From an optimization exercise on the open Yosys and OpenROAD flow, aimed at small area and a short achievable clock period; shortcuts taken in it are not production practice. The RTL of this run was laid out without a check of its function. The clock cells of this run come from the design's own scripts or RTL, not from TritonCTS. The clock port is modelled as an ideal driver, which makes a skipped or thinned clock tree look cheaper than it is; a real chip needs a root buffer or a tree. Power and IR drop assume default switching activity.

## design.v

```verilog
module FIFO(
	input [7:0] DATA_IN,
	input READ, WRITE, CLEAR_N, RESET_N, CLOCK,
	output reg [7:0] DATA_OUT,
	output reg [4:0] USE_DW,
	output reg F_FULL_N, F_EMPTY_N
);
reg [255:0] sr;       
reg [31:0]  rd;       
reg [3:0]   rdq;      
reg [3:0]   lo;       
reg [7:0]   hi;       
wire rst = ~(RESET_N & CLEAR_N);
wire shift = WRITE & (READ | F_FULL_N);
always @(posedge CLOCK)
	if (shift)
		sr <= {sr[247:0], DATA_IN};
reg [31:0] oldest;
integer s, q;
always @* begin
	oldest = 32'd0;
	for (s = 0; s < 32; s = s + 1)
		oldest[8*(s/8) +: 8] = oldest[8*(s/8) +: 8] | ({8{lo[s%4] & hi[s/4]}} & sr[8*((s+31)%32) +: 8]);
end
always @(posedge CLOCK) begin
	rd <= oldest;
	for (q = 0; q < 4; q = q + 1)
		rdq[q] <= hi[2*q] | hi[2*q+1];
end
reg [7:0] rdsel;
always @* begin
	rdsel = 8'd0;
	for (q = 0; q < 4; q = q + 1)
		rdsel = rdsel | ({8{rdq[q]}} & rd[8*q +: 8]);
end
always @(posedge CLOCK)
	if (~F_EMPTY_N & WRITE & READ)
		DATA_OUT <= DATA_IN;
	else
		DATA_OUT <= rdsel;
wire inc = WRITE & ~READ & F_FULL_N;
wire dec = READ & ~WRITE & F_EMPTY_N;
reg [4:0] cnt_n;
reg       full_n_n, empty_n_n;
always @* begin
	cnt_n     = USE_DW;
	full_n_n  = F_FULL_N;
	empty_n_n = F_EMPTY_N;
	if (rst) begin
		cnt_n     = 5'd0;
		full_n_n  = 1'b1;
		empty_n_n = 1'b0;
	end else if (inc) begin
		cnt_n     = USE_DW + 5'd1;
		full_n_n  = ~(USE_DW == 5'd31);
		empty_n_n = 1'b1;
	end else if (dec) begin
		cnt_n     = USE_DW - 5'd1;
		full_n_n  = 1'b1;
		empty_n_n = ~(USE_DW == 5'd1 && F_FULL_N);
	end
end
always @(posedge CLOCK) begin
	USE_DW    <= cnt_n;
	F_FULL_N  <= full_n_n;
	F_EMPTY_N <= empty_n_n;
end
always @(posedge CLOCK)
	if (rst) begin
		lo <= 4'b0001;
		hi <= 8'b00000001;
	end else if (inc) begin
		lo <= {lo[2:0], lo[3]};
		if (lo[3])
			hi <= {hi[6:0], hi[7]};
	end else if (dec) begin
		lo <= {lo[0], lo[3:1]};
		if (lo[0])
			hi <= {hi[0], hi[7:1]};
	end
endmodule
```

## standard.sh

```bash
#!/bin/bash
# synth_recipe.tcl (not shown) runs the flow's synth.tcl, then flattens the netlist and writes it again
# the make line also repeats each setting of config.mk as NAME=value (left out here)
make -C /OpenROAD-flow-scripts/flow DESIGN_CONFIG=/design/flow/config.mk WORK_HOME=/design/flow/orfs CLKGATE_MAP_FILE= SYNTH_SCRIPT=/design/flow/synth_recipe.tcl "${@:-finish}"
```

## flow/run.sh

```bash
#!/bin/bash
# Standard ORFS layout, except that the clock tree is built by manual_cts.tcl:
# a two-level inverter tree (one root inverter, one leaf inverter per cluster
# of flip-flops) in place of TritonCTS's buffer tree.
set -euo pipefail
here=$(cd "$(dirname "$0")" && pwd)
export PRE_CTS_TCL="$here/manual_cts.tcl"
export PRE_RESIZE_TCL="$here/max_fanout.tcl"
export BUFFER_PORTS_ARGS="-buffer_cell sky130_fd_sc_hd__buf_2"
bash standard.sh > standard.log 2>&1
```

## config.mk

```make
export PLATFORM = sky130hd
export DESIGN_NAME = FIFO
export DESIGN_NICKNAME = FIFO
export VERILOG_FILES = /design/flow/design.v
export SDC_FILE = /design/flow/constraint.sdc
export NUM_CORES = 4
export LEC_CHECK = 0
export CAP_MARGIN = 20
export CORE_MARGIN = 2
export CORE_UTILIZATION = 60
export CTS_BUF_LIST = sky130_fd_sc_hd__clkbuf_8
export CTS_CLUSTER_DIAMETER = 60
export CTS_CLUSTER_SIZE = 18
export SETUP_SLACK_MARGIN = 1.2
export SLEW_MARGIN = 20
```

## constraint.sdc

```tcl
create_clock -name core_clock -period 2.5 [get_ports {CLOCK}]
set_input_delay 0.5000 -clock core_clock [delete_from_list [all_inputs] [get_ports {CLOCK}]]
set_output_delay 0.5000 -clock core_clock [all_outputs]
set_load 0.01 [all_outputs]
```

## flow/manual_cts.tcl

```tcl
# Sourced by ORFS's cts.tcl (PRE_CTS_TCL hook). Replaces clock_tree_synthesis
# with a two-level inverter tree: the clock port drives a few root inverters,
# which drive one leaf inverter per k-means cluster of flip-flops.

proc mcts_outpin {inst} {
  foreach it [$inst getITerms] {
    if {[$it isOutputSignal]} { return $it }
  }
}

# k-means of points (xs, ys) into K clusters of at most capf * n / K points,
# seeded along x. Returns {assign cx cy cnt}.
proc mcts_kmeans {xs ys K capf} {
  set n [llength $xs]
  set order [lsort -real -indices $xs]
  set cx {}
  set cy {}
  for {set k 0} {$k < $K} {incr k} {
    set i [lindex $order [expr {int(($k + 0.5) * $n / $K)}]]
    lappend cx [lindex $xs $i]
    lappend cy [lindex $ys $i]
  }
  set cap [expr {int(ceil($capf * $n / $K))}]
  for {set iter 0} {$iter < 40} {incr iter} {
    set pairs {}
    for {set i 0} {$i < $n} {incr i} {
      for {set k 0} {$k < $K} {incr k} {
        set d [expr {abs([lindex $xs $i] - [lindex $cx $k]) + abs([lindex $ys $i] - [lindex $cy $k])}]
        lappend pairs [list $d $i $k]
      }
    }
    set pairs [lsort -real -index 0 $pairs]
    set assign [lrepeat $n -1]
    set cnt [lrepeat $K 0]
    foreach p $pairs {
      lassign $p d i k
      if {[lindex $assign $i] >= 0} continue
      if {[lindex $cnt $k] >= $cap} continue
      lset assign $i $k
      lset cnt $k [expr {[lindex $cnt $k] + 1}]
    }
    set sx [lrepeat $K 0.0]
    set sy [lrepeat $K 0.0]
    for {set i 0} {$i < $n} {incr i} {
      set k [lindex $assign $i]
      lset sx $k [expr {[lindex $sx $k] + [lindex $xs $i]}]
      lset sy $k [expr {[lindex $sy $k] + [lindex $ys $i]}]
    }
    for {set k 0} {$k < $K} {incr k} {
      if {[lindex $cnt $k] > 0} {
        lset cx $k [expr {[lindex $sx $k] / [lindex $cnt $k]}]
        lset cy $k [expr {[lindex $sy $k] / [lindex $cnt $k]}]
      }
    }
  }
  return [list $assign $cx $cy $cnt]
}

# The clock port drives R root inverters; each drives a group of leaf
# inverters; each leaf inverter drives one cluster of about S flip-flops.
proc mcts_build {S R root_cell leaf_cell} {
  set block [ord::get_db_block]
  set db [ord::get_db]
  set clk_net [$block findNet CLOCK]
  set sinks {}
  set xs {}
  set ys {}
  foreach it [$clk_net getITerms] {
    set inst [$it getInst]
    set bb [$inst getBBox]
    lappend sinks $it
    lappend xs [expr {([$bb xMin] + [$bb xMax]) / 2.0}]
    lappend ys [expr {([$bb yMin] + [$bb yMax]) / 2.0}]
  }
  set n [llength $sinks]
  set K [expr {max($R, int(round(double($n) / $S)))}]
  lassign [mcts_kmeans $xs $ys $K 1.1] assign cx cy cnt
  puts "manual CTS: $n sinks in $K clusters of $cnt"
  lassign [mcts_kmeans $cx $cy $R 1.0] rassign rx ry rcnt
  puts "manual CTS: $R roots driving $rcnt leaves"
  set rootm [$db findMaster $root_cell]
  set leafm [$db findMaster $leaf_cell]
  set rnets {}
  for {set r 0} {$r < $R} {incr r} {
    set root [odb::dbInst_create $block $rootm clkinv_root_$r]
    $root setLocation [expr {int([lindex $rx $r])}] [expr {int([lindex $ry $r])}]
    $root setPlacementStatus PLACED
    set rnet [odb::dbNet_create $block clknet_root_$r]
    $rnet setSigType CLOCK
    [$root findITerm A] connect $clk_net
    [mcts_outpin $root] connect $rnet
    lappend rnets $rnet
  }
  for {set k 0} {$k < $K} {incr k} {
    set b [odb::dbInst_create $block $leafm clkinv_leaf_$k]
    $b setLocation [expr {int([lindex $cx $k])}] [expr {int([lindex $cy $k])}]
    $b setPlacementStatus PLACED
    set net [odb::dbNet_create $block clknet_leaf_$k]
    $net setSigType CLOCK
    [$b findITerm A] connect [lindex $rnets [lindex $rassign $k]]
    [mcts_outpin $b] connect $net
    for {set i 0} {$i < $n} {incr i} {
      if {[lindex $assign $i] == $k} {
        set it [lindex $sinks $i]
        $it disconnect
        $it connect $net
      }
    }
  }
  global_connect
}

set ::mcts_S 20
set ::mcts_R 3
set ::mcts_root sky130_fd_sc_hd__inv_16
set ::mcts_leaf sky130_fd_sc_hd__clkinv_8

# cts.tcl calls repair_clock_inverters and then clock_tree_synthesis after
# this hook; build the tree in place of the latter.
proc clock_tree_synthesis {args} {
  mcts_build $::mcts_S $::mcts_R $::mcts_root $::mcts_leaf
  set_propagated_clock [all_clocks]
}
```

## flow/max_fanout.tcl

```tcl
# Sourced by ORFS's resize.tcl (PRE_RESIZE_TCL hook) before repair_design:
# a fanout limit makes repair_design build buffer trees for the wide nets
# (the shift enable of the storage, the read selects).
set_max_fanout 20 [current_design]
```

==> results.txt <==
==> power breakdown <==
group          internal, mW  switching, mW  leakage [nW]
sequential             6.04          0.179          3.03
clock                 0.357           1.77         0.140
combinational         0.460          0.362          2.11
==> timing repair <==
item / in CTS / in global routing
hold endpoints to repair: 0 / 0
gates resized for setup: 190 / 135
setup buffers: 31 / 34
pin swaps: 10 / 40
endpoints found under the setup margin: 307 / 307
gates cloned: 20 / 21
==> area by class of cell <==
| cell class | count | area, um^2 | share of cell area [%] |
|---|---|---|---|
| inverter | 29 | 378 | 2.54 |
| multi-input combinational | 320 | 2690 | 18.1 |
| sequential | 319 | 8980 | 60.4 |
| tap | 234 | 293 | 1.97 |
| timing repair buffer | 171 | 2530 | 17.0 |
==> state kept, by name, summed over array words and instances, names as in the netlist <==
signal and count:
F_FULL_N 1, sr 256, rdq 4, rd 32, F_EMPTY_N 1, hi 8
lo 4, USE_DW 5, DATA_OUT 8
==> through the flow <==
stage               worst slack, ns  cells  instance area (um^2)  hold slack [ns]
floorplan                    -0.402    698                 11500            0.419
global placement              0.671    932                 12000            0.423
detailed placement            -1.92    948                 12100            0.432
CTS                           0.961   1018                 13600            0.448
global route                  0.905   1073                 14900            0.461
finish                        0.946   1073                 14900            0.451
==> kinds of logic after synthesis <==
group	count (synthesis)	share of synthesized area, %
AO/OA/AOI/OAI	200	13.9
adder cells (fa/ha/maj)	4	0.436
buffers and inverters	62	2.53
flip-flops	319	77.9
multiplexers	3	0.261
AND/OR/NAND/NOR	110	4.94
==> cells in the final DEF, fill, tap and decap left out, types with 4 or more instances in the layout <==
cell          n
nand2_1      39
a22oi_2       6
buf_2        25
inv_1         4
dfxtp_2       6
a22o_1       42
o22ai_1       9
a222oi_1     20
a22oi_1      29
buf_4        39
a31oi_1      17
buf_16       23
nor2_1        5
buf_6        27
dfxtp_4       7
clkbuf_16    17
buf_12       29
clkinvlp_4    4
a21oi_2       4
dfxtp_1      50
nand3_1      17
a221oi_2     13
buf_8        11
edfxtp_1    256
a32oi_1      10
nor3_1        4
o221ai_1      9
nand4_1       5
clkinv_8     16
o31ai_1       6
==> worst max-delay path by stage <==
stage	end	slack, ns	depth (start not counted)	startpoint
2_1_floorplan	sr[0]	-0.40	2	READ
3_3_place_gp	lo[2]	0.67	5	READ
3_5_place_dp	sr[26]	-1.92	6	WRITE
4_1_cts	rd[3]	0.96	5	lo[0]
5_1_grt	rd[5]	0.91	6	lo[0]
6_report	rd[5]	0.95	6	lo[0]
==> per-layer routing <==
| layer | GRT usage, % | routed length, um | vias up |
|---|---|---|---|
| met5 | 0 | 0 | - |
| met4 | 7.66 | 758 | 0 |
| met3 | 2.96 | 2430 | 61 |
| met2 | 42.0 | 14700 | 424 |
| met1 | 41.0 | 12700 | 3830 |
| li1 | - | - | 3173 |
==> metrics.md <==
| Metric | Value |
|---|---|
| Max-cap violations | `0` |
| Post-Synthesis Cells | `698` |
| Worst Path Required | `between 2 and 3 ns` |
| P&R area growth vs syn | `29.4%` |
| Setup TNS | `0 ns` |
| Rel. slew slack | `64.4%` |
| GP Congestion | `around 0.83` |
| Min-Delay Path Class | `reg -> reg` |
| Largest net degree at the start of global routing | `23` |
| Leakage dissipation | `~5.3 nW` |
| FF-to-FF End | `rd[5]` |
| Nets | `between 800 and 900` |
| CP max-delay cell | `dfxtp_4` |
| Ranking of synthesized cells by area | `edfxtp_1, dfxtp_1, a22o_1` |
| I/O Pins | `28` |
| Largest area contributor in the netlist | `edfxtp_1` |
| Syn_nets | `approximately 720` |
| WHS Path Cells | `0` |
| Share of the synthesized area in the top cell type | `roughly two thirds` |
| Total number of vias | `7488` |
| Worst Hold End | `sr[132]` |
| CP bufs+invs | `3` |
| Fill cell count | `a little under 1000` |
| DR iter-0 viols | `a little over 1000` |
| Final core utilization | `slightly below 80%` |
| Total power draw | `just over 9 mW` |
| Register area share after synthesis | `77.9%` |
| PwrDens | `616 mW/mm^2` |
| Status | `timing/DRC/antenna clean` |
| Syn. warnings | `1` |
| Crit path kind | `reg -> reg` |
| Height of the die | `~140 um` |
| Reg clk slew, reported paths | `~0.080 ns` |
| # hold bufs at CTS | `0` |
| Syn Area/Cell | `between 15 and 20 um^2` |
| ANT cells | `0` |
| Top cell family by delay on the critical path | `compound AO/OA/AOI/OAI gates` |
| Drt wl/cell | `roughly 29 um` |
| Final hold viol count | `0` |
| Vias in the first global route | `6894` |
| Num rows | `50` |
| Core ar. | `0.0188 mm^2` |
| Crit start category | `flip-flop` |
| Antenna violations before repair | `0` |
| DRC | `0` |
| Ys async rst share | `0%` |
| CP max stage delay | `between 0.3 and 0.4 ns` |
| Min cycle time layout | `1.55 ns` |
| Worst Skew | `between 0.02 and 0.03 ns` |
| Final ANT Viol Nets | `0` |
| Max Clk Rate | `approximately 640 MHz` |
| Share of cells above drive strength 1 | `between 30 and 40%` |
| Min-Delay Startpoint | `sr[124]` |
| Crit path max fanout | `5` |
| Starting density of the core | `about three fifths` |
| First-pass GRT wire length | `41.3 mm` |
| GRT Residual Overflow | `0` |
| R2r startpoint | `lo[0]` |
| GR Util All Layers | `26.9%` |
| Main synth FF type | `edfxtp_1` |
| Post-synth EDFFs | `roughly 260` |
| Setup crit end kind | `flip-flop` |
| Final Cycle Share | `62.1%` |
| Count leader, synth | `edfxtp_1` |
| Worst path arrival time | `~1.6 ns` |
| Later-pin clock latency in the skew report | `~0.15 ns` |
| FF+latch count, synth | `319` |
| Commonest cells post-synth | `edfxtp_1, dfxtp_1, a22o_1, nand2_1, a22oi_1` |
| Die Wd | `around 140 um` |
| DR vias/cell | `6.98` |
| Worst vdd ir | `approximately 0.5 mV` |
| Drt pass-1 iters | `6` |
| Post-synthesis cell type count | `between 40 and 50` |
| RSZ-0062 raised after global routing | `yes` |
| R2R Setup Slk | `between 0.9 and 1 ns` |
| Routed WL | `between 30 and 40 mm` |
| Reg2Reg Depth | `6` |
| Slew @ Worst Pin | `0.533 ns` |
| CP Cell Sequence | `buf_12 > buf_12 > buf_12 > a22o_1 > a221oi_2 > o22ai_1` |
| Crit path top cell by count | `buf_12` |
| PortBufs | `27` |
| Synth Cell Area | `0.0115 mm^2` |
| Post-DP HPWL | `~16 mm` |
| Total die area | `between 0.02 and 0.025 mm^2` |
| Final setup vio count | `0` |
| Final count of pins violating max slew | `0` |

## port drivers added, routing unchanged
The flow's constraints put no driver on any port. The routed layout listed below was extracted and timed again, unchanged, in two steps. Step 1, drivers: a clkbuf_16 drives CLOCK and a buf_2 each remaining input, both assumed. Step 2 adds t to the input delays and takes it off the output delays; t is the mean of the earliest and latest rising clock arrival at the registers after step 1. Input paths then give back, and output paths get back, about the clock's delay inside the block. Three values: ideal ports, drivers, drivers and shift; two values: the first two.
shift t [ns]: 0.308
setup WS [ns]: 0.946 / 0.946 / 0.782
latest minus earliest clock arrival (ns): 0.027 / 0.028
worst register clock-pin slew, ns: 0.09 / 0.09
After both steps this run still meets setup and hold. The setup slack of this run moves by 0.000 ns with the drivers and by -0.164 ns with both steps.
